Source: an optimization exercise on an open RTL-to-GDS flow (aim: small area and a short achievable clock period). Production flows keep margins and buffers that such runs may drop. The RTL of this run was laid out without a check of its function.

## design.v

```verilog
module iir(clk,
           rst_n,
           x,
           y);
    input clk;
    input rst_n;
    input signed [31:0] x;
    output signed [31:0] y;
    reg [31:0] s1;
    reg [31:0] nb;
    wire [31:0] s1_d;
    wire [31:0] nb_d;
    wire n1 = x[0] ^ s1[1];
    wire n2 = s1[1] & x[0];
    wire n3 = x[0] ^ x[1];
    wire n4 = n3 ^ s1[2];
    wire n5 = (x[0] & x[1]) | (x[0] & s1[2]) | (x[1] & s1[2]);
    wire n6 = x[1] ^ x[2];
    wire n7 = n6 ^ s1[3];
    wire n8 = (x[1] & x[2]) | (x[1] & s1[3]) | (x[2] & s1[3]);
    wire n9 = x[2] ^ x[3];
    wire n10 = n9 ^ s1[4];
    wire n11 = (x[2] & x[3]) | (x[2] & s1[4]) | (x[3] & s1[4]);
    wire n12 = x[3] ^ x[4];
    wire n13 = n12 ^ s1[5];
    wire n14 = (x[3] & x[4]) | (x[3] & s1[5]) | (x[4] & s1[5]);
    wire n15 = x[4] ^ x[5];
    wire n16 = n15 ^ s1[6];
    wire n17 = (x[4] & x[5]) | (x[4] & s1[6]) | (x[5] & s1[6]);
    wire n18 = x[5] ^ x[6];
    wire n19 = n18 ^ s1[7];
    wire n20 = (x[5] & x[6]) | (x[5] & s1[7]) | (x[6] & s1[7]);
    wire n21 = x[6] ^ x[7];
    wire n22 = n21 ^ s1[8];
    wire n23 = (x[6] & x[7]) | (x[6] & s1[8]) | (x[7] & s1[8]);
    wire n24 = x[7] ^ x[8];
    wire n25 = n24 ^ s1[9];
    wire n26 = (x[7] & x[8]) | (x[7] & s1[9]) | (x[8] & s1[9]);
    wire n27 = x[8] ^ x[9];
    wire n28 = n27 ^ s1[10];
    wire n29 = (x[8] & x[9]) | (x[8] & s1[10]) | (x[9] & s1[10]);
    wire n30 = x[9] ^ x[10];
    wire n31 = n30 ^ s1[11];
    wire n32 = (x[9] & x[10]) | (x[9] & s1[11]) | (x[10] & s1[11]);
    wire n33 = x[10] ^ x[11];
    wire n34 = n33 ^ s1[12];
    wire n35 = (x[10] & x[11]) | (x[10] & s1[12]) | (x[11] & s1[12]);
    wire n36 = x[11] ^ x[12];
    wire n37 = n36 ^ s1[13];
    wire n38 = (x[11] & x[12]) | (x[11] & s1[13]) | (x[12] & s1[13]);
    wire n39 = x[12] ^ x[13];
    wire n40 = n39 ^ s1[14];
    wire n41 = (x[12] & x[13]) | (x[12] & s1[14]) | (x[13] & s1[14]);
    wire n42 = x[13] ^ x[14];
    wire n43 = n42 ^ s1[15];
    wire n44 = (x[13] & x[14]) | (x[13] & s1[15]) | (x[14] & s1[15]);
    wire n45 = x[14] ^ x[15];
    wire n46 = n45 ^ s1[16];
    wire n47 = (x[14] & x[15]) | (x[14] & s1[16]) | (x[15] & s1[16]);
    wire n48 = x[15] ^ x[16];
    wire n49 = n48 ^ s1[17];
    wire n50 = (x[15] & x[16]) | (x[15] & s1[17]) | (x[16] & s1[17]);
    wire n51 = x[16] ^ x[17];
    wire n52 = n51 ^ s1[18];
    wire n53 = (x[16] & x[17]) | (x[16] & s1[18]) | (x[17] & s1[18]);
    wire n54 = x[17] ^ x[18];
    wire n55 = n54 ^ s1[19];
    wire n56 = (x[17] & x[18]) | (x[17] & s1[19]) | (x[18] & s1[19]);
    wire n57 = x[18] ^ x[19];
    wire n58 = n57 ^ s1[20];
    wire n59 = (x[18] & x[19]) | (x[18] & s1[20]) | (x[19] & s1[20]);
    wire n60 = x[19] ^ x[20];
    wire n61 = n60 ^ s1[21];
    wire n62 = (x[19] & x[20]) | (x[19] & s1[21]) | (x[20] & s1[21]);
    wire n63 = x[20] ^ x[21];
    wire n64 = n63 ^ s1[22];
    wire n65 = (x[20] & x[21]) | (x[20] & s1[22]) | (x[21] & s1[22]);
    wire n66 = x[21] ^ x[22];
    wire n67 = n66 ^ s1[23];
    wire n68 = (x[21] & x[22]) | (x[21] & s1[23]) | (x[22] & s1[23]);
    wire n69 = x[22] ^ x[23];
    wire n70 = n69 ^ s1[24];
    wire n71 = (x[22] & x[23]) | (x[22] & s1[24]) | (x[23] & s1[24]);
    wire n72 = x[23] ^ x[24];
    wire n73 = n72 ^ s1[25];
    wire n74 = (x[23] & x[24]) | (x[23] & s1[25]) | (x[24] & s1[25]);
    wire n75 = x[24] ^ x[25];
    wire n76 = n75 ^ s1[26];
    wire n77 = (x[24] & x[25]) | (x[24] & s1[26]) | (x[25] & s1[26]);
    wire n78 = x[25] ^ x[26];
    wire n79 = n78 ^ s1[27];
    wire n80 = (x[25] & x[26]) | (x[25] & s1[27]) | (x[26] & s1[27]);
    wire n81 = x[26] ^ x[27];
    wire n82 = n81 ^ s1[28];
    wire n83 = (x[26] & x[27]) | (x[26] & s1[28]) | (x[27] & s1[28]);
    wire n84 = x[27] ^ x[28];
    wire n85 = n84 ^ s1[29];
    wire n86 = (x[27] & x[28]) | (x[27] & s1[29]) | (x[28] & s1[29]);
    wire n87 = x[28] ^ x[29];
    wire n88 = n87 ^ s1[30];
    wire n89 = (x[28] & x[29]) | (x[28] & s1[30]) | (x[29] & s1[30]);
    wire n90 = x[29] ^ x[30];
    wire n91 = n90 ^ s1[31];
    wire n92 = (x[29] & x[30]) | (x[29] & s1[31]) | (x[30] & s1[31]);
    wire n93 = n4 ^ n2;
    wire n94 = n7 ^ n5;
    wire n95 = n10 ^ n8;
    wire n96 = n13 ^ n11;
    wire n97 = n16 ^ n14;
    wire n98 = n19 ^ n17;
    wire n99 = n22 ^ n20;
    wire n100 = n25 ^ n23;
    wire n101 = n28 ^ n26;
    wire n102 = n31 ^ n29;
    wire n103 = n34 ^ n32;
    wire n104 = n37 ^ n35;
    wire n105 = n40 ^ n38;
    wire n106 = n43 ^ n41;
    wire n107 = n46 ^ n44;
    wire n108 = n49 ^ n47;
    wire n109 = n52 ^ n50;
    wire n110 = n55 ^ n53;
    wire n111 = n58 ^ n56;
    wire n112 = n61 ^ n59;
    wire n113 = n64 ^ n62;
    wire n114 = n67 ^ n65;
    wire n115 = n70 ^ n68;
    wire n116 = n73 ^ n71;
    wire n117 = n76 ^ n74;
    wire n118 = n79 ^ n77;
    wire n119 = n82 ^ n80;
    wire n120 = n85 ^ n83;
    wire n121 = n88 ^ n86;
    wire n122 = n91 ^ n89;
    wire n123 = n4 & n2;
    wire n124 = n7 & n5;
    wire n125 = n10 & n8;
    wire n126 = n13 & n11;
    wire n127 = n16 & n14;
    wire n128 = n19 & n17;
    wire n129 = n22 & n20;
    wire n130 = n25 & n23;
    wire n131 = n28 & n26;
    wire n132 = n31 & n29;
    wire n133 = n34 & n32;
    wire n134 = n37 & n35;
    wire n135 = n40 & n38;
    wire n136 = n43 & n41;
    wire n137 = n46 & n44;
    wire n138 = n49 & n47;
    wire n139 = n52 & n50;
    wire n140 = n55 & n53;
    wire n141 = n58 & n56;
    wire n142 = n61 & n59;
    wire n143 = n64 & n62;
    wire n144 = n67 & n65;
    wire n145 = n70 & n68;
    wire n146 = n73 & n71;
    wire n147 = n76 & n74;
    wire n148 = n79 & n77;
    wire n149 = n82 & n80;
    wire n150 = n85 & n83;
    wire n151 = n88 & n86;
    wire n152 = n91 & n89;
    wire n153 = n1 & s1[0];
    wire n154 = n94 & n123;
    wire n155 = n124 | n154;
    wire n156 = n94 & n93;
    wire n157 = n96 & n125;
    wire n158 = n126 | n157;
    wire n159 = n96 & n95;
    wire n160 = n98 & n127;
    wire n161 = n128 | n160;
    wire n162 = n98 & n97;
    wire n163 = n100 & n129;
    wire n164 = n130 | n163;
    wire n165 = n100 & n99;
    wire n166 = n102 & n131;
    wire n167 = n132 | n166;
    wire n168 = n102 & n101;
    wire n169 = n104 & n133;
    wire n170 = n134 | n169;
    wire n171 = n104 & n103;
    wire n172 = n106 & n135;
    wire n173 = n136 | n172;
    wire n174 = n106 & n105;
    wire n175 = n108 & n137;
    wire n176 = n138 | n175;
    wire n177 = n108 & n107;
    wire n178 = n110 & n139;
    wire n179 = n140 | n178;
    wire n180 = n110 & n109;
    wire n181 = n112 & n141;
    wire n182 = n142 | n181;
    wire n183 = n112 & n111;
    wire n184 = n114 & n143;
    wire n185 = n144 | n184;
    wire n186 = n114 & n113;
    wire n187 = n116 & n145;
    wire n188 = n146 | n187;
    wire n189 = n116 & n115;
    wire n190 = n118 & n147;
    wire n191 = n148 | n190;
    wire n192 = n118 & n117;
    wire n193 = n120 & n149;
    wire n194 = n150 | n193;
    wire n195 = n120 & n119;
    wire n196 = n122 & n151;
    wire n197 = n152 | n196;
    wire n198 = n122 & n121;
    wire n199 = n93 & n153;
    wire n200 = n156 & n153;
    wire n201 = n97 & n158;
    wire n202 = n127 | n201;
    wire n203 = n97 & n159;
    wire n204 = n162 & n158;
    wire n205 = n161 | n204;
    wire n206 = n162 & n159;
    wire n207 = n101 & n164;
    wire n208 = n131 | n207;
    wire n209 = n101 & n165;
    wire n210 = n168 & n164;
    wire n211 = n167 | n210;
    wire n212 = n168 & n165;
    wire n213 = n105 & n170;
    wire n214 = n135 | n213;
    wire n215 = n105 & n171;
    wire n216 = n174 & n170;
    wire n217 = n173 | n216;
    wire n218 = n174 & n171;
    wire n219 = n109 & n176;
    wire n220 = n139 | n219;
    wire n221 = n109 & n177;
    wire n222 = n180 & n176;
    wire n223 = n179 | n222;
    wire n224 = n180 & n177;
    wire n225 = n113 & n182;
    wire n226 = n143 | n225;
    wire n227 = n113 & n183;
    wire n228 = n186 & n182;
    wire n229 = n185 | n228;
    wire n230 = n186 & n183;
    wire n231 = n117 & n188;
    wire n232 = n147 | n231;
    wire n233 = n117 & n189;
    wire n234 = n192 & n188;
    wire n235 = n191 | n234;
    wire n236 = n192 & n189;
    wire n237 = n121 & n194;
    wire n238 = n151 | n237;
    wire n239 = n121 & n195;
    wire n240 = n198 & n194;
    wire n241 = n197 | n240;
    wire n242 = n198 & n195;
    wire n243 = n95 & n155;
    wire n244 = n125 | n243;
    wire n245 = n95 & n200;
    wire n246 = n159 & n155;
    wire n247 = n158 | n246;
    wire n248 = n159 & n200;
    wire n249 = n203 & n155;
    wire n250 = n202 | n249;
    wire n251 = n203 & n200;
    wire n252 = n206 & n155;
    wire n253 = n205 | n252;
    wire n254 = n206 & n200;
    wire n255 = n103 & n211;
    wire n256 = n133 | n255;
    wire n257 = n103 & n212;
    wire n258 = n171 & n211;
    wire n259 = n170 | n258;
    wire n260 = n171 & n212;
    wire n261 = n215 & n211;
    wire n262 = n214 | n261;
    wire n263 = n215 & n212;
    wire n264 = n218 & n211;
    wire n265 = n217 | n264;
    wire n266 = n218 & n212;
    wire n267 = n111 & n223;
    wire n268 = n141 | n267;
    wire n269 = n111 & n224;
    wire n270 = n183 & n223;
    wire n271 = n182 | n270;
    wire n272 = n183 & n224;
    wire n273 = n227 & n223;
    wire n274 = n226 | n273;
    wire n275 = n227 & n224;
    wire n276 = n230 & n223;
    wire n277 = n229 | n276;
    wire n278 = n230 & n224;
    wire n279 = n119 & n235;
    wire n280 = n149 | n279;
    wire n281 = n119 & n236;
    wire n282 = n195 & n235;
    wire n283 = n194 | n282;
    wire n284 = n195 & n236;
    wire n285 = n239 & n235;
    wire n286 = n238 | n285;
    wire n287 = n239 & n236;
    wire n288 = n242 & n235;
    wire n289 = n241 | n288;
    wire n290 = n242 & n236;
    wire n291 = n99 & n253;
    wire n292 = n129 | n291;
    wire n293 = n99 & n254;
    wire n294 = n165 & n253;
    wire n295 = n164 | n294;
    wire n296 = n165 & n254;
    wire n297 = n209 & n253;
    wire n298 = n208 | n297;
    wire n299 = n209 & n254;
    wire n300 = n212 & n253;
    wire n301 = n211 | n300;
    wire n302 = n212 & n254;
    wire n303 = n257 & n253;
    wire n304 = n256 | n303;
    wire n305 = n257 & n254;
    wire n306 = n260 & n253;
    wire n307 = n259 | n306;
    wire n308 = n260 & n254;
    wire n309 = n263 & n253;
    wire n310 = n262 | n309;
    wire n311 = n263 & n254;
    wire n312 = n266 & n253;
    wire n313 = n265 | n312;
    wire n314 = n266 & n254;
    wire n315 = n115 & n277;
    wire n316 = n145 | n315;
    wire n317 = n115 & n278;
    wire n318 = n189 & n277;
    wire n319 = n188 | n318;
    wire n320 = n189 & n278;
    wire n321 = n233 & n277;
    wire n322 = n232 | n321;
    wire n323 = n233 & n278;
    wire n324 = n236 & n277;
    wire n325 = n235 | n324;
    wire n326 = n236 & n278;
    wire n327 = n281 & n277;
    wire n328 = n280 | n327;
    wire n329 = n281 & n278;
    wire n330 = n284 & n277;
    wire n331 = n283 | n330;
    wire n332 = n284 & n278;
    wire n333 = n287 & n277;
    wire n334 = n286 | n333;
    wire n335 = n287 & n278;
    wire n336 = n290 & n277;
    wire n337 = n289 | n336;
    wire n338 = n290 & n278;
    wire n339 = n107 & n313;
    wire n340 = n137 | n339;
    wire n341 = n107 & n314;
    wire n342 = n177 & n313;
    wire n343 = n176 | n342;
    wire n344 = n177 & n314;
    wire n345 = n221 & n313;
    wire n346 = n220 | n345;
    wire n347 = n221 & n314;
    wire n348 = n224 & n313;
    wire n349 = n223 | n348;
    wire n350 = n224 & n314;
    wire n351 = n269 & n313;
    wire n352 = n268 | n351;
    wire n353 = n269 & n314;
    wire n354 = n272 & n313;
    wire n355 = n271 | n354;
    wire n356 = n272 & n314;
    wire n357 = n275 & n313;
    wire n358 = n274 | n357;
    wire n359 = n275 & n314;
    wire n360 = n278 & n313;
    wire n361 = n277 | n360;
    wire n362 = n278 & n314;
    wire n363 = n317 & n313;
    wire n364 = n316 | n363;
    wire n365 = n317 & n314;
    wire n366 = n320 & n313;
    wire n367 = n319 | n366;
    wire n368 = n320 & n314;
    wire n369 = n323 & n313;
    wire n370 = n322 | n369;
    wire n371 = n323 & n314;
    wire n372 = n326 & n313;
    wire n373 = n325 | n372;
    wire n374 = n326 & n314;
    wire n375 = n329 & n313;
    wire n376 = n328 | n375;
    wire n377 = n329 & n314;
    wire n378 = n332 & n313;
    wire n379 = n331 | n378;
    wire n380 = n332 & n314;
    wire n381 = n335 & n313;
    wire n382 = n334 | n381;
    wire n383 = n335 & n314;
    wire n384 = n338 & n313;
    wire n385 = n337 | n384;
    wire n386 = n338 & n314;
    wire n387 = n94 ^ n123;
    wire n388 = n95 ^ n155;
    wire n389 = n96 ^ n244;
    wire n390 = n97 ^ n247;
    wire n391 = n98 ^ n250;
    wire n392 = n99 ^ n253;
    wire n393 = n100 ^ n292;
    wire n394 = n101 ^ n295;
    wire n395 = n102 ^ n298;
    wire n396 = n103 ^ n301;
    wire n397 = n104 ^ n304;
    wire n398 = n105 ^ n307;
    wire n399 = n106 ^ n310;
    wire n400 = n107 ^ n313;
    wire n401 = n108 ^ n340;
    wire n402 = n109 ^ n343;
    wire n403 = n110 ^ n346;
    wire n404 = n111 ^ n349;
    wire n405 = n112 ^ n352;
    wire n406 = n113 ^ n355;
    wire n407 = n114 ^ n358;
    wire n408 = n115 ^ n361;
    wire n409 = n116 ^ n364;
    wire n410 = n117 ^ n367;
    wire n411 = n118 ^ n370;
    wire n412 = n119 ^ n373;
    wire n413 = n120 ^ n376;
    wire n414 = n121 ^ n379;
    wire n415 = n122 ^ n382;
    wire n416 = ~y[0];
    wire n417 = ~y[1];
    wire n418 = ~y[2];
    wire n419 = ~y[3];
    wire n420 = ~y[4];
    wire n421 = ~y[5];
    wire n422 = ~y[6];
    wire n423 = ~y[7];
    wire n424 = ~y[8];
    wire n425 = ~y[9];
    wire n426 = ~y[10];
    wire n427 = ~y[11];
    wire n428 = ~y[12];
    wire n429 = ~y[13];
    wire n430 = ~y[14];
    wire n431 = ~y[15];
    wire n432 = ~y[16];
    wire n433 = ~y[17];
    wire n434 = ~y[18];
    wire n435 = ~y[19];
    wire n436 = ~y[20];
    wire n437 = ~y[21];
    wire n438 = ~y[22];
    wire n439 = ~y[23];
    wire n440 = ~y[24];
    wire n441 = ~y[25];
    wire n442 = ~y[26];
    wire n443 = ~y[27];
    wire n444 = ~y[28];
    wire n445 = ~y[29];
    wire n446 = ~y[30];
    wire n447 = ~y[31];
    wire n448 = ~nb[0];
    wire n449 = ~nb[1];
    wire n450 = ~nb[2];
    wire n451 = ~nb[3];
    wire n452 = ~nb[4];
    wire n453 = ~nb[5];
    wire n454 = ~nb[6];
    wire n455 = ~nb[7];
    wire n456 = ~nb[8];
    wire n457 = ~nb[9];
    wire n458 = ~nb[10];
    wire n459 = ~nb[11];
    wire n460 = ~nb[12];
    wire n461 = ~nb[13];
    wire n462 = ~nb[14];
    wire n463 = ~nb[15];
    wire n464 = ~nb[16];
    wire n465 = ~nb[17];
    wire n466 = ~nb[18];
    wire n467 = ~nb[19];
    wire n468 = ~nb[20];
    wire n469 = ~nb[21];
    wire n470 = ~nb[22];
    wire n471 = ~nb[23];
    wire n472 = ~nb[24];
    wire n473 = ~nb[25];
    wire n474 = ~nb[26];
    wire n475 = ~nb[27];
    wire n476 = ~nb[28];
    wire n477 = ~nb[29];
    wire n478 = ~nb[30];
    wire n479 = ~nb[31];
    wire n480 = x[0] ^ n448;
    wire n481 = ~n480;
    wire n482 = x[0] & n448;
    wire n483 = x[0] ^ n448;
    wire n484 = n482 | n483;
    wire n485 = x[1] ^ n449;
    wire n486 = ~n485;
    wire n487 = x[1] & n449;
    wire n488 = x[1] ^ n449;
    wire n489 = n487 | n488;
    wire n490 = x[2] ^ n450;
    wire n491 = n490 ^ n416;
    wire n492 = (x[2] & n450) | (x[2] & n416) | (n450 & n416);
    wire n493 = x[3] ^ n451;
    wire n494 = n493 ^ n417;
    wire n495 = (x[3] & n451) | (x[3] & n417) | (n451 & n417);
    wire n496 = x[4] ^ n452;
    wire n497 = n496 ^ n418;
    wire n498 = (x[4] & n452) | (x[4] & n418) | (n452 & n418);
    wire n499 = x[5] ^ n453;
    wire n500 = n499 ^ n419;
    wire n501 = (x[5] & n453) | (x[5] & n419) | (n453 & n419);
    wire n502 = x[6] ^ n454;
    wire n503 = n502 ^ n420;
    wire n504 = (x[6] & n454) | (x[6] & n420) | (n454 & n420);
    wire n505 = x[7] ^ n455;
    wire n506 = n505 ^ n421;
    wire n507 = (x[7] & n455) | (x[7] & n421) | (n455 & n421);
    wire n508 = x[8] ^ n456;
    wire n509 = n508 ^ n422;
    wire n510 = (x[8] & n456) | (x[8] & n422) | (n456 & n422);
    wire n511 = x[9] ^ n457;
    wire n512 = n511 ^ n423;
    wire n513 = (x[9] & n457) | (x[9] & n423) | (n457 & n423);
    wire n514 = x[10] ^ n458;
    wire n515 = n514 ^ n424;
    wire n516 = (x[10] & n458) | (x[10] & n424) | (n458 & n424);
    wire n517 = x[11] ^ n459;
    wire n518 = n517 ^ n425;
    wire n519 = (x[11] & n459) | (x[11] & n425) | (n459 & n425);
    wire n520 = x[12] ^ n460;
    wire n521 = n520 ^ n426;
    wire n522 = (x[12] & n460) | (x[12] & n426) | (n460 & n426);
    wire n523 = x[13] ^ n461;
    wire n524 = n523 ^ n427;
    wire n525 = (x[13] & n461) | (x[13] & n427) | (n461 & n427);
    wire n526 = x[14] ^ n462;
    wire n527 = n526 ^ n428;
    wire n528 = (x[14] & n462) | (x[14] & n428) | (n462 & n428);
    wire n529 = x[15] ^ n463;
    wire n530 = n529 ^ n429;
    wire n531 = (x[15] & n463) | (x[15] & n429) | (n463 & n429);
    wire n532 = x[16] ^ n464;
    wire n533 = n532 ^ n430;
    wire n534 = (x[16] & n464) | (x[16] & n430) | (n464 & n430);
    wire n535 = x[17] ^ n465;
    wire n536 = n535 ^ n431;
    wire n537 = (x[17] & n465) | (x[17] & n431) | (n465 & n431);
    wire n538 = x[18] ^ n466;
    wire n539 = n538 ^ n432;
    wire n540 = (x[18] & n466) | (x[18] & n432) | (n466 & n432);
    wire n541 = x[19] ^ n467;
    wire n542 = n541 ^ n433;
    wire n543 = (x[19] & n467) | (x[19] & n433) | (n467 & n433);
    wire n544 = x[20] ^ n468;
    wire n545 = n544 ^ n434;
    wire n546 = (x[20] & n468) | (x[20] & n434) | (n468 & n434);
    wire n547 = x[21] ^ n469;
    wire n548 = n547 ^ n435;
    wire n549 = (x[21] & n469) | (x[21] & n435) | (n469 & n435);
    wire n550 = x[22] ^ n470;
    wire n551 = n550 ^ n436;
    wire n552 = (x[22] & n470) | (x[22] & n436) | (n470 & n436);
    wire n553 = x[23] ^ n471;
    wire n554 = n553 ^ n437;
    wire n555 = (x[23] & n471) | (x[23] & n437) | (n471 & n437);
    wire n556 = x[24] ^ n472;
    wire n557 = n556 ^ n438;
    wire n558 = (x[24] & n472) | (x[24] & n438) | (n472 & n438);
    wire n559 = x[25] ^ n473;
    wire n560 = n559 ^ n439;
    wire n561 = (x[25] & n473) | (x[25] & n439) | (n473 & n439);
    wire n562 = x[26] ^ n474;
    wire n563 = n562 ^ n440;
    wire n564 = (x[26] & n474) | (x[26] & n440) | (n474 & n440);
    wire n565 = x[27] ^ n475;
    wire n566 = n565 ^ n441;
    wire n567 = (x[27] & n475) | (x[27] & n441) | (n475 & n441);
    wire n568 = x[28] ^ n476;
    wire n569 = n568 ^ n442;
    wire n570 = (x[28] & n476) | (x[28] & n442) | (n476 & n442);
    wire n571 = x[29] ^ n477;
    wire n572 = n571 ^ n443;
    wire n573 = (x[29] & n477) | (x[29] & n443) | (n477 & n443);
    wire n574 = x[30] ^ n478;
    wire n575 = n574 ^ n444;
    wire n576 = (x[30] & n478) | (x[30] & n444) | (n478 & n444);
    wire n577 = x[31] ^ n479;
    wire n578 = n577 ^ n445;
    wire n579 = (x[31] & n479) | (x[31] & n445) | (n479 & n445);
    wire n580 = ~n481;
    wire n581 = n486 ^ n484;
    wire n582 = n491 ^ n489;
    wire n583 = n494 ^ n492;
    wire n584 = n497 ^ n495;
    wire n585 = n500 ^ n498;
    wire n586 = n503 ^ n501;
    wire n587 = n506 ^ n504;
    wire n588 = n509 ^ n507;
    wire n589 = n512 ^ n510;
    wire n590 = n515 ^ n513;
    wire n591 = n518 ^ n516;
    wire n592 = n521 ^ n519;
    wire n593 = n524 ^ n522;
    wire n594 = n527 ^ n525;
    wire n595 = n530 ^ n528;
    wire n596 = n533 ^ n531;
    wire n597 = n536 ^ n534;
    wire n598 = n539 ^ n537;
    wire n599 = n542 ^ n540;
    wire n600 = n545 ^ n543;
    wire n601 = n548 ^ n546;
    wire n602 = n551 ^ n549;
    wire n603 = n554 ^ n552;
    wire n604 = n557 ^ n555;
    wire n605 = n560 ^ n558;
    wire n606 = n563 ^ n561;
    wire n607 = n566 ^ n564;
    wire n608 = n569 ^ n567;
    wire n609 = n572 ^ n570;
    wire n610 = n575 ^ n573;
    wire n611 = n578 ^ n576;
    wire n612 = n486 & n484;
    wire n613 = n491 & n489;
    wire n614 = n494 & n492;
    wire n615 = n497 & n495;
    wire n616 = n500 & n498;
    wire n617 = n503 & n501;
    wire n618 = n506 & n504;
    wire n619 = n509 & n507;
    wire n620 = n512 & n510;
    wire n621 = n515 & n513;
    wire n622 = n518 & n516;
    wire n623 = n521 & n519;
    wire n624 = n524 & n522;
    wire n625 = n527 & n525;
    wire n626 = n530 & n528;
    wire n627 = n533 & n531;
    wire n628 = n536 & n534;
    wire n629 = n539 & n537;
    wire n630 = n542 & n540;
    wire n631 = n545 & n543;
    wire n632 = n548 & n546;
    wire n633 = n551 & n549;
    wire n634 = n554 & n552;
    wire n635 = n557 & n555;
    wire n636 = n560 & n558;
    wire n637 = n563 & n561;
    wire n638 = n566 & n564;
    wire n639 = n569 & n567;
    wire n640 = n572 & n570;
    wire n641 = n575 & n573;
    wire n642 = n578 & n576;
    wire n643 = n481 | n580;
    wire n644 = n581 & n643;
    wire n645 = n612 | n644;
    wire n646 = n581 & n580;
    wire n647 = n583 & n613;
    wire n648 = n614 | n647;
    wire n649 = n583 & n582;
    wire n650 = n585 & n615;
    wire n651 = n616 | n650;
    wire n652 = n585 & n584;
    wire n653 = n587 & n617;
    wire n654 = n618 | n653;
    wire n655 = n587 & n586;
    wire n656 = n589 & n619;
    wire n657 = n620 | n656;
    wire n658 = n589 & n588;
    wire n659 = n591 & n621;
    wire n660 = n622 | n659;
    wire n661 = n591 & n590;
    wire n662 = n593 & n623;
    wire n663 = n624 | n662;
    wire n664 = n593 & n592;
    wire n665 = n595 & n625;
    wire n666 = n626 | n665;
    wire n667 = n595 & n594;
    wire n668 = n597 & n627;
    wire n669 = n628 | n668;
    wire n670 = n597 & n596;
    wire n671 = n599 & n629;
    wire n672 = n630 | n671;
    wire n673 = n599 & n598;
    wire n674 = n601 & n631;
    wire n675 = n632 | n674;
    wire n676 = n601 & n600;
    wire n677 = n603 & n633;
    wire n678 = n634 | n677;
    wire n679 = n603 & n602;
    wire n680 = n605 & n635;
    wire n681 = n636 | n680;
    wire n682 = n605 & n604;
    wire n683 = n607 & n637;
    wire n684 = n638 | n683;
    wire n685 = n607 & n606;
    wire n686 = n609 & n639;
    wire n687 = n640 | n686;
    wire n688 = n609 & n608;
    wire n689 = n611 & n641;
    wire n690 = n642 | n689;
    wire n691 = n611 & n610;
    wire n692 = n649 & n645;
    wire n693 = n648 | n692;
    wire n694 = n649 & n646;
    wire n695 = n652 & n648;
    wire n696 = n651 | n695;
    wire n697 = n652 & n649;
    wire n698 = n655 & n651;
    wire n699 = n654 | n698;
    wire n700 = n655 & n652;
    wire n701 = n658 & n654;
    wire n702 = n657 | n701;
    wire n703 = n658 & n655;
    wire n704 = n661 & n657;
    wire n705 = n660 | n704;
    wire n706 = n661 & n658;
    wire n707 = n664 & n660;
    wire n708 = n663 | n707;
    wire n709 = n664 & n661;
    wire n710 = n667 & n663;
    wire n711 = n666 | n710;
    wire n712 = n667 & n664;
    wire n713 = n670 & n666;
    wire n714 = n669 | n713;
    wire n715 = n670 & n667;
    wire n716 = n673 & n669;
    wire n717 = n672 | n716;
    wire n718 = n673 & n670;
    wire n719 = n676 & n672;
    wire n720 = n675 | n719;
    wire n721 = n676 & n673;
    wire n722 = n679 & n675;
    wire n723 = n678 | n722;
    wire n724 = n679 & n676;
    wire n725 = n682 & n678;
    wire n726 = n681 | n725;
    wire n727 = n682 & n679;
    wire n728 = n685 & n681;
    wire n729 = n684 | n728;
    wire n730 = n685 & n682;
    wire n731 = n688 & n684;
    wire n732 = n687 | n731;
    wire n733 = n688 & n685;
    wire n734 = n691 & n687;
    wire n735 = n690 | n734;
    wire n736 = n691 & n688;
    wire n737 = n697 & n645;
    wire n738 = n696 | n737;
    wire n739 = n697 & n646;
    wire n740 = n700 & n693;
    wire n741 = n699 | n740;
    wire n742 = n700 & n694;
    wire n743 = n703 & n696;
    wire n744 = n702 | n743;
    wire n745 = n703 & n697;
    wire n746 = n706 & n699;
    wire n747 = n705 | n746;
    wire n748 = n706 & n700;
    wire n749 = n709 & n702;
    wire n750 = n708 | n749;
    wire n751 = n709 & n703;
    wire n752 = n712 & n705;
    wire n753 = n711 | n752;
    wire n754 = n712 & n706;
    wire n755 = n715 & n708;
    wire n756 = n714 | n755;
    wire n757 = n715 & n709;
    wire n758 = n718 & n711;
    wire n759 = n717 | n758;
    wire n760 = n718 & n712;
    wire n761 = n721 & n714;
    wire n762 = n720 | n761;
    wire n763 = n721 & n715;
    wire n764 = n724 & n717;
    wire n765 = n723 | n764;
    wire n766 = n724 & n718;
    wire n767 = n727 & n720;
    wire n768 = n726 | n767;
    wire n769 = n727 & n721;
    wire n770 = n730 & n723;
    wire n771 = n729 | n770;
    wire n772 = n730 & n724;
    wire n773 = n733 & n726;
    wire n774 = n732 | n773;
    wire n775 = n733 & n727;
    wire n776 = n736 & n729;
    wire n777 = n735 | n776;
    wire n778 = n736 & n730;
    wire n779 = n745 & n645;
    wire n780 = n744 | n779;
    wire n781 = n745 & n646;
    wire n782 = n748 & n693;
    wire n783 = n747 | n782;
    wire n784 = n748 & n694;
    wire n785 = n751 & n738;
    wire n786 = n750 | n785;
    wire n787 = n751 & n739;
    wire n788 = n754 & n741;
    wire n789 = n753 | n788;
    wire n790 = n754 & n742;
    wire n791 = n757 & n744;
    wire n792 = n756 | n791;
    wire n793 = n757 & n745;
    wire n794 = n760 & n747;
    wire n795 = n759 | n794;
    wire n796 = n760 & n748;
    wire n797 = n763 & n750;
    wire n798 = n762 | n797;
    wire n799 = n763 & n751;
    wire n800 = n766 & n753;
    wire n801 = n765 | n800;
    wire n802 = n766 & n754;
    wire n803 = n769 & n756;
    wire n804 = n768 | n803;
    wire n805 = n769 & n757;
    wire n806 = n772 & n759;
    wire n807 = n771 | n806;
    wire n808 = n772 & n760;
    wire n809 = n775 & n762;
    wire n810 = n774 | n809;
    wire n811 = n775 & n763;
    wire n812 = n778 & n765;
    wire n813 = n777 | n812;
    wire n814 = n778 & n766;
    wire n815 = n793 & n645;
    wire n816 = n792 | n815;
    wire n817 = n793 & n646;
    wire n818 = n796 & n693;
    wire n819 = n795 | n818;
    wire n820 = n796 & n694;
    wire n821 = n799 & n738;
    wire n822 = n798 | n821;
    wire n823 = n799 & n739;
    wire n824 = n802 & n741;
    wire n825 = n801 | n824;
    wire n826 = n802 & n742;
    wire n827 = n805 & n780;
    wire n828 = n804 | n827;
    wire n829 = n805 & n781;
    wire n830 = n808 & n783;
    wire n831 = n807 | n830;
    wire n832 = n808 & n784;
    wire n833 = n811 & n786;
    wire n834 = n810 | n833;
    wire n835 = n811 & n787;
    wire n836 = n814 & n789;
    wire n837 = n813 | n836;
    wire n838 = n814 & n790;
    wire n839 = n582 & n645;
    wire n840 = n613 | n839;
    wire n841 = n582 & n646;
    wire n842 = n584 & n693;
    wire n843 = n615 | n842;
    wire n844 = n584 & n694;
    wire n845 = n586 & n738;
    wire n846 = n617 | n845;
    wire n847 = n586 & n739;
    wire n848 = n588 & n741;
    wire n849 = n619 | n848;
    wire n850 = n588 & n742;
    wire n851 = n590 & n780;
    wire n852 = n621 | n851;
    wire n853 = n590 & n781;
    wire n854 = n592 & n783;
    wire n855 = n623 | n854;
    wire n856 = n592 & n784;
    wire n857 = n594 & n786;
    wire n858 = n625 | n857;
    wire n859 = n594 & n787;
    wire n860 = n596 & n789;
    wire n861 = n627 | n860;
    wire n862 = n596 & n790;
    wire n863 = n598 & n816;
    wire n864 = n629 | n863;
    wire n865 = n598 & n817;
    wire n866 = n600 & n819;
    wire n867 = n631 | n866;
    wire n868 = n600 & n820;
    wire n869 = n602 & n822;
    wire n870 = n633 | n869;
    wire n871 = n602 & n823;
    wire n872 = n604 & n825;
    wire n873 = n635 | n872;
    wire n874 = n604 & n826;
    wire n875 = n606 & n828;
    wire n876 = n637 | n875;
    wire n877 = n606 & n829;
    wire n878 = n608 & n831;
    wire n879 = n639 | n878;
    wire n880 = n608 & n832;
    wire n881 = n610 & n834;
    wire n882 = n641 | n881;
    wire n883 = n610 & n835;
    wire n884 = ~n580;
    wire n885 = n581 ^ n643;
    wire n886 = n582 ^ n645;
    wire n887 = n583 ^ n840;
    wire n888 = n584 ^ n693;
    wire n889 = n585 ^ n843;
    wire n890 = n586 ^ n738;
    wire n891 = n587 ^ n846;
    wire n892 = n588 ^ n741;
    wire n893 = n589 ^ n849;
    wire n894 = n590 ^ n780;
    wire n895 = n591 ^ n852;
    wire n896 = n592 ^ n783;
    wire n897 = n593 ^ n855;
    wire n898 = n594 ^ n786;
    wire n899 = n595 ^ n858;
    wire n900 = n596 ^ n789;
    wire n901 = n597 ^ n861;
    wire n902 = n598 ^ n816;
    wire n903 = n599 ^ n864;
    wire n904 = n600 ^ n819;
    wire n905 = n601 ^ n867;
    wire n906 = n602 ^ n822;
    wire n907 = n603 ^ n870;
    wire n908 = n604 ^ n825;
    wire n909 = n605 ^ n873;
    wire n910 = n606 ^ n828;
    wire n911 = n607 ^ n876;
    wire n912 = n608 ^ n831;
    wire n913 = n609 ^ n879;
    wire n914 = n610 ^ n834;
    wire n915 = n611 ^ n882;
    wire n916 = s1[0] ^ s1[1];
    wire n917 = s1[1] & s1[0];
    wire n918 = s1[1] ^ s1[2];
    wire n919 = s1[2] & s1[1];
    wire n920 = s1[2] ^ s1[3];
    wire n921 = s1[3] & s1[2];
    wire n922 = x[0] ^ s1[3];
    wire n923 = n922 ^ s1[4];
    wire n924 = (x[0] & s1[3]) | (x[0] & s1[4]) | (s1[3] & s1[4]);
    wire n925 = x[1] ^ s1[4];
    wire n926 = n925 ^ s1[5];
    wire n927 = (x[1] & s1[4]) | (x[1] & s1[5]) | (s1[4] & s1[5]);
    wire n928 = x[2] ^ s1[5];
    wire n929 = n928 ^ s1[6];
    wire n930 = (x[2] & s1[5]) | (x[2] & s1[6]) | (s1[5] & s1[6]);
    wire n931 = x[3] ^ s1[6];
    wire n932 = n931 ^ s1[7];
    wire n933 = (x[3] & s1[6]) | (x[3] & s1[7]) | (s1[6] & s1[7]);
    wire n934 = x[4] ^ s1[7];
    wire n935 = n934 ^ s1[8];
    wire n936 = (x[4] & s1[7]) | (x[4] & s1[8]) | (s1[7] & s1[8]);
    wire n937 = x[5] ^ s1[8];
    wire n938 = n937 ^ s1[9];
    wire n939 = (x[5] & s1[8]) | (x[5] & s1[9]) | (s1[8] & s1[9]);
    wire n940 = x[6] ^ s1[9];
    wire n941 = n940 ^ s1[10];
    wire n942 = (x[6] & s1[9]) | (x[6] & s1[10]) | (s1[9] & s1[10]);
    wire n943 = x[7] ^ s1[10];
    wire n944 = n943 ^ s1[11];
    wire n945 = (x[7] & s1[10]) | (x[7] & s1[11]) | (s1[10] & s1[11]);
    wire n946 = x[8] ^ s1[11];
    wire n947 = n946 ^ s1[12];
    wire n948 = (x[8] & s1[11]) | (x[8] & s1[12]) | (s1[11] & s1[12]);
    wire n949 = x[9] ^ s1[12];
    wire n950 = n949 ^ s1[13];
    wire n951 = (x[9] & s1[12]) | (x[9] & s1[13]) | (s1[12] & s1[13]);
    wire n952 = x[10] ^ s1[13];
    wire n953 = n952 ^ s1[14];
    wire n954 = (x[10] & s1[13]) | (x[10] & s1[14]) | (s1[13] & s1[14]);
    wire n955 = x[11] ^ s1[14];
    wire n956 = n955 ^ s1[15];
    wire n957 = (x[11] & s1[14]) | (x[11] & s1[15]) | (s1[14] & s1[15]);
    wire n958 = x[12] ^ s1[15];
    wire n959 = n958 ^ s1[16];
    wire n960 = (x[12] & s1[15]) | (x[12] & s1[16]) | (s1[15] & s1[16]);
    wire n961 = x[13] ^ s1[16];
    wire n962 = n961 ^ s1[17];
    wire n963 = (x[13] & s1[16]) | (x[13] & s1[17]) | (s1[16] & s1[17]);
    wire n964 = x[14] ^ s1[17];
    wire n965 = n964 ^ s1[18];
    wire n966 = (x[14] & s1[17]) | (x[14] & s1[18]) | (s1[17] & s1[18]);
    wire n967 = x[15] ^ s1[18];
    wire n968 = n967 ^ s1[19];
    wire n969 = (x[15] & s1[18]) | (x[15] & s1[19]) | (s1[18] & s1[19]);
    wire n970 = x[16] ^ s1[19];
    wire n971 = n970 ^ s1[20];
    wire n972 = (x[16] & s1[19]) | (x[16] & s1[20]) | (s1[19] & s1[20]);
    wire n973 = x[17] ^ s1[20];
    wire n974 = n973 ^ s1[21];
    wire n975 = (x[17] & s1[20]) | (x[17] & s1[21]) | (s1[20] & s1[21]);
    wire n976 = x[18] ^ s1[21];
    wire n977 = n976 ^ s1[22];
    wire n978 = (x[18] & s1[21]) | (x[18] & s1[22]) | (s1[21] & s1[22]);
    wire n979 = x[19] ^ s1[22];
    wire n980 = n979 ^ s1[23];
    wire n981 = (x[19] & s1[22]) | (x[19] & s1[23]) | (s1[22] & s1[23]);
    wire n982 = x[20] ^ s1[23];
    wire n983 = n982 ^ s1[24];
    wire n984 = (x[20] & s1[23]) | (x[20] & s1[24]) | (s1[23] & s1[24]);
    wire n985 = x[21] ^ s1[24];
    wire n986 = n985 ^ s1[25];
    wire n987 = (x[21] & s1[24]) | (x[21] & s1[25]) | (s1[24] & s1[25]);
    wire n988 = x[22] ^ s1[25];
    wire n989 = n988 ^ s1[26];
    wire n990 = (x[22] & s1[25]) | (x[22] & s1[26]) | (s1[25] & s1[26]);
    wire n991 = x[23] ^ s1[26];
    wire n992 = n991 ^ s1[27];
    wire n993 = (x[23] & s1[26]) | (x[23] & s1[27]) | (s1[26] & s1[27]);
    wire n994 = x[24] ^ s1[27];
    wire n995 = n994 ^ s1[28];
    wire n996 = (x[24] & s1[27]) | (x[24] & s1[28]) | (s1[27] & s1[28]);
    wire n997 = x[25] ^ s1[28];
    wire n998 = n997 ^ s1[29];
    wire n999 = (x[25] & s1[28]) | (x[25] & s1[29]) | (s1[28] & s1[29]);
    wire n1000 = x[26] ^ s1[29];
    wire n1001 = n1000 ^ s1[30];
    wire n1002 = (x[26] & s1[29]) | (x[26] & s1[30]) | (s1[29] & s1[30]);
    wire n1003 = x[27] ^ s1[30];
    wire n1004 = n1003 ^ s1[31];
    wire n1005 = (x[27] & s1[30]) | (x[27] & s1[31]) | (s1[30] & s1[31]);
    wire n1006 = n918 ^ n917;
    wire n1007 = n920 ^ n919;
    wire n1008 = n923 ^ n921;
    wire n1009 = n926 ^ n924;
    wire n1010 = n929 ^ n927;
    wire n1011 = n932 ^ n930;
    wire n1012 = n935 ^ n933;
    wire n1013 = n938 ^ n936;
    wire n1014 = n941 ^ n939;
    wire n1015 = n944 ^ n942;
    wire n1016 = n947 ^ n945;
    wire n1017 = n950 ^ n948;
    wire n1018 = n953 ^ n951;
    wire n1019 = n956 ^ n954;
    wire n1020 = n959 ^ n957;
    wire n1021 = n962 ^ n960;
    wire n1022 = n965 ^ n963;
    wire n1023 = n968 ^ n966;
    wire n1024 = n971 ^ n969;
    wire n1025 = n974 ^ n972;
    wire n1026 = n977 ^ n975;
    wire n1027 = n980 ^ n978;
    wire n1028 = n983 ^ n981;
    wire n1029 = n986 ^ n984;
    wire n1030 = n989 ^ n987;
    wire n1031 = n992 ^ n990;
    wire n1032 = n995 ^ n993;
    wire n1033 = n998 ^ n996;
    wire n1034 = n1001 ^ n999;
    wire n1035 = n1004 ^ n1002;
    wire n1036 = n918 & n917;
    wire n1037 = n920 & n919;
    wire n1038 = n923 & n921;
    wire n1039 = n926 & n924;
    wire n1040 = n929 & n927;
    wire n1041 = n932 & n930;
    wire n1042 = n935 & n933;
    wire n1043 = n938 & n936;
    wire n1044 = n941 & n939;
    wire n1045 = n944 & n942;
    wire n1046 = n947 & n945;
    wire n1047 = n950 & n948;
    wire n1048 = n953 & n951;
    wire n1049 = n956 & n954;
    wire n1050 = n959 & n957;
    wire n1051 = n962 & n960;
    wire n1052 = n965 & n963;
    wire n1053 = n968 & n966;
    wire n1054 = n971 & n969;
    wire n1055 = n974 & n972;
    wire n1056 = n977 & n975;
    wire n1057 = n980 & n978;
    wire n1058 = n983 & n981;
    wire n1059 = n986 & n984;
    wire n1060 = n989 & n987;
    wire n1061 = n992 & n990;
    wire n1062 = n995 & n993;
    wire n1063 = n998 & n996;
    wire n1064 = n1001 & n999;
    wire n1065 = n1004 & n1002;
    wire n1066 = n916 & s1[0];
    wire n1067 = n1007 & n1036;
    wire n1068 = n1037 | n1067;
    wire n1069 = n1007 & n1006;
    wire n1070 = n1009 & n1038;
    wire n1071 = n1039 | n1070;
    wire n1072 = n1009 & n1008;
    wire n1073 = n1011 & n1040;
    wire n1074 = n1041 | n1073;
    wire n1075 = n1011 & n1010;
    wire n1076 = n1013 & n1042;
    wire n1077 = n1043 | n1076;
    wire n1078 = n1013 & n1012;
    wire n1079 = n1015 & n1044;
    wire n1080 = n1045 | n1079;
    wire n1081 = n1015 & n1014;
    wire n1082 = n1017 & n1046;
    wire n1083 = n1047 | n1082;
    wire n1084 = n1017 & n1016;
    wire n1085 = n1019 & n1048;
    wire n1086 = n1049 | n1085;
    wire n1087 = n1019 & n1018;
    wire n1088 = n1021 & n1050;
    wire n1089 = n1051 | n1088;
    wire n1090 = n1021 & n1020;
    wire n1091 = n1023 & n1052;
    wire n1092 = n1053 | n1091;
    wire n1093 = n1023 & n1022;
    wire n1094 = n1025 & n1054;
    wire n1095 = n1055 | n1094;
    wire n1096 = n1025 & n1024;
    wire n1097 = n1027 & n1056;
    wire n1098 = n1057 | n1097;
    wire n1099 = n1027 & n1026;
    wire n1100 = n1029 & n1058;
    wire n1101 = n1059 | n1100;
    wire n1102 = n1029 & n1028;
    wire n1103 = n1031 & n1060;
    wire n1104 = n1061 | n1103;
    wire n1105 = n1031 & n1030;
    wire n1106 = n1033 & n1062;
    wire n1107 = n1063 | n1106;
    wire n1108 = n1033 & n1032;
    wire n1109 = n1035 & n1064;
    wire n1110 = n1065 | n1109;
    wire n1111 = n1035 & n1034;
    wire n1112 = n1069 & n1066;
    wire n1113 = n1075 & n1071;
    wire n1114 = n1074 | n1113;
    wire n1115 = n1075 & n1072;
    wire n1116 = n1081 & n1077;
    wire n1117 = n1080 | n1116;
    wire n1118 = n1081 & n1078;
    wire n1119 = n1087 & n1083;
    wire n1120 = n1086 | n1119;
    wire n1121 = n1087 & n1084;
    wire n1122 = n1093 & n1089;
    wire n1123 = n1092 | n1122;
    wire n1124 = n1093 & n1090;
    wire n1125 = n1099 & n1095;
    wire n1126 = n1098 | n1125;
    wire n1127 = n1099 & n1096;
    wire n1128 = n1105 & n1101;
    wire n1129 = n1104 | n1128;
    wire n1130 = n1105 & n1102;
    wire n1131 = n1111 & n1107;
    wire n1132 = n1110 | n1131;
    wire n1133 = n1111 & n1108;
    wire n1134 = n1115 & n1068;
    wire n1135 = n1114 | n1134;
    wire n1136 = n1115 & n1112;
    wire n1137 = n1121 & n1117;
    wire n1138 = n1120 | n1137;
    wire n1139 = n1121 & n1118;
    wire n1140 = n1127 & n1123;
    wire n1141 = n1126 | n1140;
    wire n1142 = n1127 & n1124;
    wire n1143 = n1133 & n1129;
    wire n1144 = n1132 | n1143;
    wire n1145 = n1133 & n1130;
    wire n1146 = n1139 & n1135;
    wire n1147 = n1138 | n1146;
    wire n1148 = n1139 & n1136;
    wire n1149 = n1145 & n1141;
    wire n1150 = n1144 | n1149;
    wire n1151 = n1145 & n1142;
    wire n1152 = n1151 & n1147;
    wire n1153 = n1150 | n1152;
    wire n1154 = n1151 & n1148;
    wire n1155 = n1142 & n1147;
    wire n1156 = n1141 | n1155;
    wire n1157 = n1142 & n1148;
    wire n1158 = n1118 & n1135;
    wire n1159 = n1117 | n1158;
    wire n1160 = n1118 & n1136;
    wire n1161 = n1124 & n1147;
    wire n1162 = n1123 | n1161;
    wire n1163 = n1124 & n1148;
    wire n1164 = n1130 & n1156;
    wire n1165 = n1129 | n1164;
    wire n1166 = n1130 & n1157;
    wire n1167 = n1072 & n1068;
    wire n1168 = n1071 | n1167;
    wire n1169 = n1072 & n1112;
    wire n1170 = n1078 & n1135;
    wire n1171 = n1077 | n1170;
    wire n1172 = n1078 & n1136;
    wire n1173 = n1084 & n1159;
    wire n1174 = n1083 | n1173;
    wire n1175 = n1084 & n1160;
    wire n1176 = n1090 & n1147;
    wire n1177 = n1089 | n1176;
    wire n1178 = n1090 & n1148;
    wire n1179 = n1096 & n1162;
    wire n1180 = n1095 | n1179;
    wire n1181 = n1096 & n1163;
    wire n1182 = n1102 & n1156;
    wire n1183 = n1101 | n1182;
    wire n1184 = n1102 & n1157;
    wire n1185 = n1108 & n1165;
    wire n1186 = n1107 | n1185;
    wire n1187 = n1108 & n1166;
    wire n1188 = n1006 & n1066;
    wire n1189 = n1008 & n1068;
    wire n1190 = n1038 | n1189;
    wire n1191 = n1008 & n1112;
    wire n1192 = n1010 & n1168;
    wire n1193 = n1040 | n1192;
    wire n1194 = n1010 & n1169;
    wire n1195 = n1012 & n1135;
    wire n1196 = n1042 | n1195;
    wire n1197 = n1012 & n1136;
    wire n1198 = n1014 & n1171;
    wire n1199 = n1044 | n1198;
    wire n1200 = n1014 & n1172;
    wire n1201 = n1016 & n1159;
    wire n1202 = n1046 | n1201;
    wire n1203 = n1016 & n1160;
    wire n1204 = n1018 & n1174;
    wire n1205 = n1048 | n1204;
    wire n1206 = n1018 & n1175;
    wire n1207 = n1020 & n1147;
    wire n1208 = n1050 | n1207;
    wire n1209 = n1020 & n1148;
    wire n1210 = n1022 & n1177;
    wire n1211 = n1052 | n1210;
    wire n1212 = n1022 & n1178;
    wire n1213 = n1024 & n1162;
    wire n1214 = n1054 | n1213;
    wire n1215 = n1024 & n1163;
    wire n1216 = n1026 & n1180;
    wire n1217 = n1056 | n1216;
    wire n1218 = n1026 & n1181;
    wire n1219 = n1028 & n1156;
    wire n1220 = n1058 | n1219;
    wire n1221 = n1028 & n1157;
    wire n1222 = n1030 & n1183;
    wire n1223 = n1060 | n1222;
    wire n1224 = n1030 & n1184;
    wire n1225 = n1032 & n1165;
    wire n1226 = n1062 | n1225;
    wire n1227 = n1032 & n1166;
    wire n1228 = n1034 & n1186;
    wire n1229 = n1064 | n1228;
    wire n1230 = n1034 & n1187;
    wire n1231 = n1007 ^ n1036;
    wire n1232 = n1008 ^ n1068;
    wire n1233 = n1009 ^ n1190;
    wire n1234 = n1010 ^ n1168;
    wire n1235 = n1011 ^ n1193;
    wire n1236 = n1012 ^ n1135;
    wire n1237 = n1013 ^ n1196;
    wire n1238 = n1014 ^ n1171;
    wire n1239 = n1015 ^ n1199;
    wire n1240 = n1016 ^ n1159;
    wire n1241 = n1017 ^ n1202;
    wire n1242 = n1018 ^ n1174;
    wire n1243 = n1019 ^ n1205;
    wire n1244 = n1020 ^ n1147;
    wire n1245 = n1021 ^ n1208;
    wire n1246 = n1022 ^ n1177;
    wire n1247 = n1023 ^ n1211;
    wire n1248 = n1024 ^ n1162;
    wire n1249 = n1025 ^ n1214;
    wire n1250 = n1026 ^ n1180;
    wire n1251 = n1027 ^ n1217;
    wire n1252 = n1028 ^ n1156;
    wire n1253 = n1029 ^ n1220;
    wire n1254 = n1030 ^ n1183;
    wire n1255 = n1031 ^ n1223;
    wire n1256 = n1032 ^ n1165;
    wire n1257 = n1033 ^ n1226;
    wire n1258 = n1034 ^ n1186;
    wire n1259 = n1035 ^ n1229;
    assign y[0] = s1[0];
    assign y[1] = n1;
    assign y[2] = n93;
    assign y[3] = n387;
    assign y[4] = n388;
    assign y[5] = n389;
    assign y[6] = n390;
    assign y[7] = n391;
    assign y[8] = n392;
    assign y[9] = n393;
    assign y[10] = n394;
    assign y[11] = n395;
    assign y[12] = n396;
    assign y[13] = n397;
    assign y[14] = n398;
    assign y[15] = n399;
    assign y[16] = n400;
    assign y[17] = n401;
    assign y[18] = n402;
    assign y[19] = n403;
    assign y[20] = n404;
    assign y[21] = n405;
    assign y[22] = n406;
    assign y[23] = n407;
    assign y[24] = n408;
    assign y[25] = n409;
    assign y[26] = n410;
    assign y[27] = n411;
    assign y[28] = n412;
    assign y[29] = n413;
    assign y[30] = n414;
    assign y[31] = n415;
    assign s1_d[0] = n884;
    assign s1_d[1] = n885;
    assign s1_d[2] = n886;
    assign s1_d[3] = n887;
    assign s1_d[4] = n888;
    assign s1_d[5] = n889;
    assign s1_d[6] = n890;
    assign s1_d[7] = n891;
    assign s1_d[8] = n892;
    assign s1_d[9] = n893;
    assign s1_d[10] = n894;
    assign s1_d[11] = n895;
    assign s1_d[12] = n896;
    assign s1_d[13] = n897;
    assign s1_d[14] = n898;
    assign s1_d[15] = n899;
    assign s1_d[16] = n900;
    assign s1_d[17] = n901;
    assign s1_d[18] = n902;
    assign s1_d[19] = n903;
    assign s1_d[20] = n904;
    assign s1_d[21] = n905;
    assign s1_d[22] = n906;
    assign s1_d[23] = n907;
    assign s1_d[24] = n908;
    assign s1_d[25] = n909;
    assign s1_d[26] = n910;
    assign s1_d[27] = n911;
    assign s1_d[28] = n912;
    assign s1_d[29] = n913;
    assign s1_d[30] = n914;
    assign s1_d[31] = n915;
    assign nb_d[0] = s1[0];
    assign nb_d[1] = n916;
    assign nb_d[2] = n1006;
    assign nb_d[3] = n1231;
    assign nb_d[4] = n1232;
    assign nb_d[5] = n1233;
    assign nb_d[6] = n1234;
    assign nb_d[7] = n1235;
    assign nb_d[8] = n1236;
    assign nb_d[9] = n1237;
    assign nb_d[10] = n1238;
    assign nb_d[11] = n1239;
    assign nb_d[12] = n1240;
    assign nb_d[13] = n1241;
    assign nb_d[14] = n1242;
    assign nb_d[15] = n1243;
    assign nb_d[16] = n1244;
    assign nb_d[17] = n1245;
    assign nb_d[18] = n1246;
    assign nb_d[19] = n1247;
    assign nb_d[20] = n1248;
    assign nb_d[21] = n1249;
    assign nb_d[22] = n1250;
    assign nb_d[23] = n1251;
    assign nb_d[24] = n1252;
    assign nb_d[25] = n1253;
    assign nb_d[26] = n1254;
    assign nb_d[27] = n1255;
    assign nb_d[28] = n1256;
    assign nb_d[29] = n1257;
    assign nb_d[30] = n1258;
    assign nb_d[31] = n1259;
    always @(posedge clk or negedge rst_n)
    begin
        if (~rst_n)
        begin
            s1 <= 32'd0;
            nb <= 32'd0;
        end
        else
        begin
            s1 <= s1_d;
            nb <= nb_d;
        end
    end
endmodule
```

## run.sh

```bash
#!/bin/bash
# synth_recipe.tcl (not shown) runs the flow's synth.tcl, then flattens the netlist and writes it again
# the make line also repeats each setting of config.mk as NAME=value (left out here)
make -C /OpenROAD-flow-scripts/flow DESIGN_CONFIG=/design/flow/config.mk WORK_HOME=/design/flow/orfs CLKGATE_MAP_FILE= SYNTH_SCRIPT=/design/flow/synth_recipe.tcl finish
```

## config.mk

```make
export PLATFORM = sky130hd
export DESIGN_NAME = iir
export DESIGN_NICKNAME = iir
export VERILOG_FILES = /design/flow/design.v
export SDC_FILE = /design/flow/constraint.sdc
export NUM_CORES = 4
export LEC_CHECK = 0
export CAP_MARGIN = 20
export CORE_MARGIN = 2
export CORE_UTILIZATION = 40
export PLACE_DENSITY = 0.6
export SLEW_MARGIN = 20
```

## constraint.sdc

```tcl
create_clock -name core_clock -period 13.0 [get_ports {clk}]
set_input_delay 2.6000 -clock core_clock [delete_from_list [all_inputs] [get_ports {clk}]]
set_output_delay 2.6000 -clock core_clock [all_outputs]
set_load 0.01 [all_outputs]
```

==> run notes <==
[flip-flops by register name, indices dropped and copies added, names as in the netlist]
name	cells
nb	32
s1	32
[final timing paths]
path	from	to	slack, ns
max	x[1]	y[23]	3.56
min	s1[0]	nb[0]	0.47
max reg2reg	s1[2]	s1[31]	6.46
min reg2reg	s1[0]	nb[0]	0.47
max in group asynchronous	rst_n	s1[4]	9.94
min in group asynchronous	rst_n	nb[14]	2.47
[placed cells by master, fill, tap and decap left out, types with 2 or more instances in the layout]
cell,Yosys,routed
fa_1,119,119
inv_1,106,106
ha_1,90,90
clkdlybuf4s50_1,0,64
dfrtp_1,64,64
xor2_1,32,32
a21oi_1,31,31
a21o_1,28,28
xnor2_1,27,27
o21ai_0,18,18
nor2_1,16,16
nand2_1,15,15
nor3_1,11,11
o21a_1,9,9
clkbuf_16,0,9
nand3_1,6,6
nand2b_1,6,6
nand4_1,6,6
and4_1,5,5
and3_1,4,4
or2_2,4,4
and2_1,4,4
o21bai_1,3,3
nor2b_1,3,3
or3_1,3,3
clkbuf_1,0,3
a21oi_2,2,2
o21ai_1,2,2
a31o_2,2,2
a21boi_0,2,2
or4_1,2,2
[per-layer routing]
metal,part of all wire,global-route usage,wire length [µm],up-vias
met3,0.034,0.0346,550,10
met5,0,0,0,-
met4,0.010,0.0421,164,0
met2,0.51,0.313,8270,75
li1,-,-,-,2273
met1,0.44,0.227,7150,2431
[critical path, stage by stage]
cell and delay [ns]:
clkdlybuf4s50_1 0.61, fa_1 0.47, ha_1 0.22, fa_1 0.42, a211oi_1 0.32, o21ai_0 0.20
nand3_1 0.16, a21oi_2 0.10, o21a_1 0.23, o21a_1 0.20, or4b_1 0.48, o311ai_1 0.18
clkdlybuf4s50_1 0.64
[cell type report]
class                   instances  area (µm²)  share of cell area
inverters                     106         398              0.0470
clock inverters                 1        5.00            0.000591
well taps                     234         293              0.0346
repair buffers                 66         653              0.0771
flip-flops and latches         64        1600               0.189
clock buffers                  13         250              0.0295
multi-input cells             470        5270               0.622
[synth_stat cells (all sizes together)]
cell	n	share of area
ha	90	0.15
dfrtp	64	0.21
nor4	1	0.00083
a2111o	1	0.0015
and2	4	0.0033
o31ai	1	0.0010
o21bai	3	0.0030
o211a	1	0.0013
a211o	1	0.0012
nand4	6	0.0050
or4	2	0.0020
fa	119	0.32
o221ai	1	0.0012
a311o	1	0.0013
xnor2	27	0.031
a22oi	1	0.0010
and3	4	0.0033
o22ai	1	0.00083
or3	3	0.0025
xor2	32	0.037
mux2i	1	0.0013
inv	106	0.053
nor3	11	0.0073
nand3b	1	0.0010
o41a	1	0.0015
o311ai	2	0.0023
o21ai	20	0.013
nand3	6	0.0040
or4b	1	0.0013
a211oi	1	0.0010
nor2b	3	0.0025
or2	4	0.0033
a31o	3	0.0035
nand2b	6	0.0050
nor2	16	0.0080
a221oi	1	0.0020
a21o	28	0.028
nand2	15	0.0075
a21boi	2	0.0020
buf	32	0.032
a21oi	33	0.023
o21a	9	0.0090
a31oi	2	0.0037
and4	5	0.0058
[cells by family after synthesis]
| logic type | synth area share |
|---|---|
| simple gates | 0.0628 |
| compound gates | 0.102 |
| buf+inv | 0.0850 |
| fa+ha+maj | 0.467 |
| xor+xnor | 0.0688 |
| mux | 0.00133 |
| flops | 0.213 |
==> run notes <==
port bufs=65; number of cell instances on the worst register-to-register path=24; Filler Cells Inserted=1725; clock-pin slew reported for the worst setup and hold paths after clock tree synthesis=0.05 ns; initial antenna violation count=0; max-cap viol count=0; part of the Yosys area used for sequential elements=0.213; RSZ-0062 raised after global routing=false; maximum level of the CTS H-tree=3; Overall Global Routing Usage=0.178; Vias=4789; maximum number of pins on one net before global-route repair=65; fraction of layout cells with a size suffix above 1=0.0319; register bit total from synthesis=64; class of the tightest hold or removal check=reg -> reg; Clk Latency, worst-skew pair=0.34 ns; worst slew pin tran=0.906 ns; Vias per Instance=5.02; type of the setup path with the least slack=in -> out; portion of the clock cycle consumed by the worst path in the final layout=0.726; shortest clock period the worst path allows after layout=9.44 ns; wire length of the first global-routing pass=27.3 mm; Final TNS setup=0 ns; minimum hold slack=0.473 ns; height of the die=141 µm; number of cells on the worst hold path=0; share of the core filled with cells=0.456; Avg Inst Size Synth=11.2 µm²; max frequency=106 MHz; worst slack at placement=3.54 ns; io pins=66; Final GP Congestion=0.838; overflow left after global routing=0; Die Outline Area=0.0199 mm²; area of the mapped netlist=0.00751 mm²; final worst-path setup slack=3.56 ns; count of hold buffers inserted by post-cts repair=0; max-slew violation total from the final report=0; worst relative slew slack=0.396; crit path capture type=output port; Hold Vio Cnt, Final=0; Clock Skews=0.0103 ns; post-detailed-route DRC marker count=0; number of different library cells in the post-synthesis netlist=49; antenna violation net count after detailed routing=0; critical path startpoint category=input pin; highest fanout seen on the critical path=4; post-CTS setup repair buffer count=0; TritonCTS clock tree=built; cell area reported after detailed placement=0.00822 mm²; number of instances resized during post-cts repair=0; Data arrival, critical path=6.84 ns; status=complete, no violations; DRC marker count from the first detailed-route iteration=161; total CTS buffers=9; detailed-placement wirelength estimate=13.6 mm; cell count after synthesis=672; number of rows created at floorplan=50; wirelength, routed=16.1 mm; required time worst endpoint=10.40 ns; Initial Util=0.404; relative area change from synthesis to final layout=12.8%; Core Area=0.0186 mm²; Placed Cells incl. Taps=940; clk root buf=clkbuf_16; number of nets in the layout=960; count of placed standard cells in the final layout, fillers left out=954; final std cell area, no fill=0.00847 mm²; x dimension of the die=141 µm; number of inserted diodes=0; Longest Clk Path Bufs=2; final setup vio count=0; DR WL/cell=16.9 µm; Yosys warnings=1; via count of the first global-routing pass=5459; Post-Syn Nets=915; Pre-antenna DRT Iters=4; count of clock tree sinks=64

-- port drivers added, routing unchanged --
No port has a modelled driver above. Below, the same layout with a new extraction and two added sets of constraints.
Step 1 (the two cells are an assumption about what drives the block):
set clk [get_ports {clk}]
set_driving_cell -lib_cell sky130_fd_sc_hd__clkbuf_16 $clk
set_driving_cell -lib_cell sky130_fd_sc_hd__buf_2 [delete_from_list [all_inputs] $clk]
Step 2 times the ports against the registers' clock, not the clock port: input delays grow and output delays shrink by t, the midpoint of the rising clock arrivals with the driver on.
Three values: ideal, step 1, step 2; two values: the first two.
shift t [ns]: 0.385
setup WS [ns]: 3.559 / 3.532 / 3.532
clock arrival spread, ns: 0.011 / 0.011
worst data-port slew with drivers (ns): 0.04
cell pins on the clock port's net: 1
After both steps setup and hold are still met in this run. The setup slack of this run moves by -0.027 ns with the drivers and by -0.027 ns with both steps.
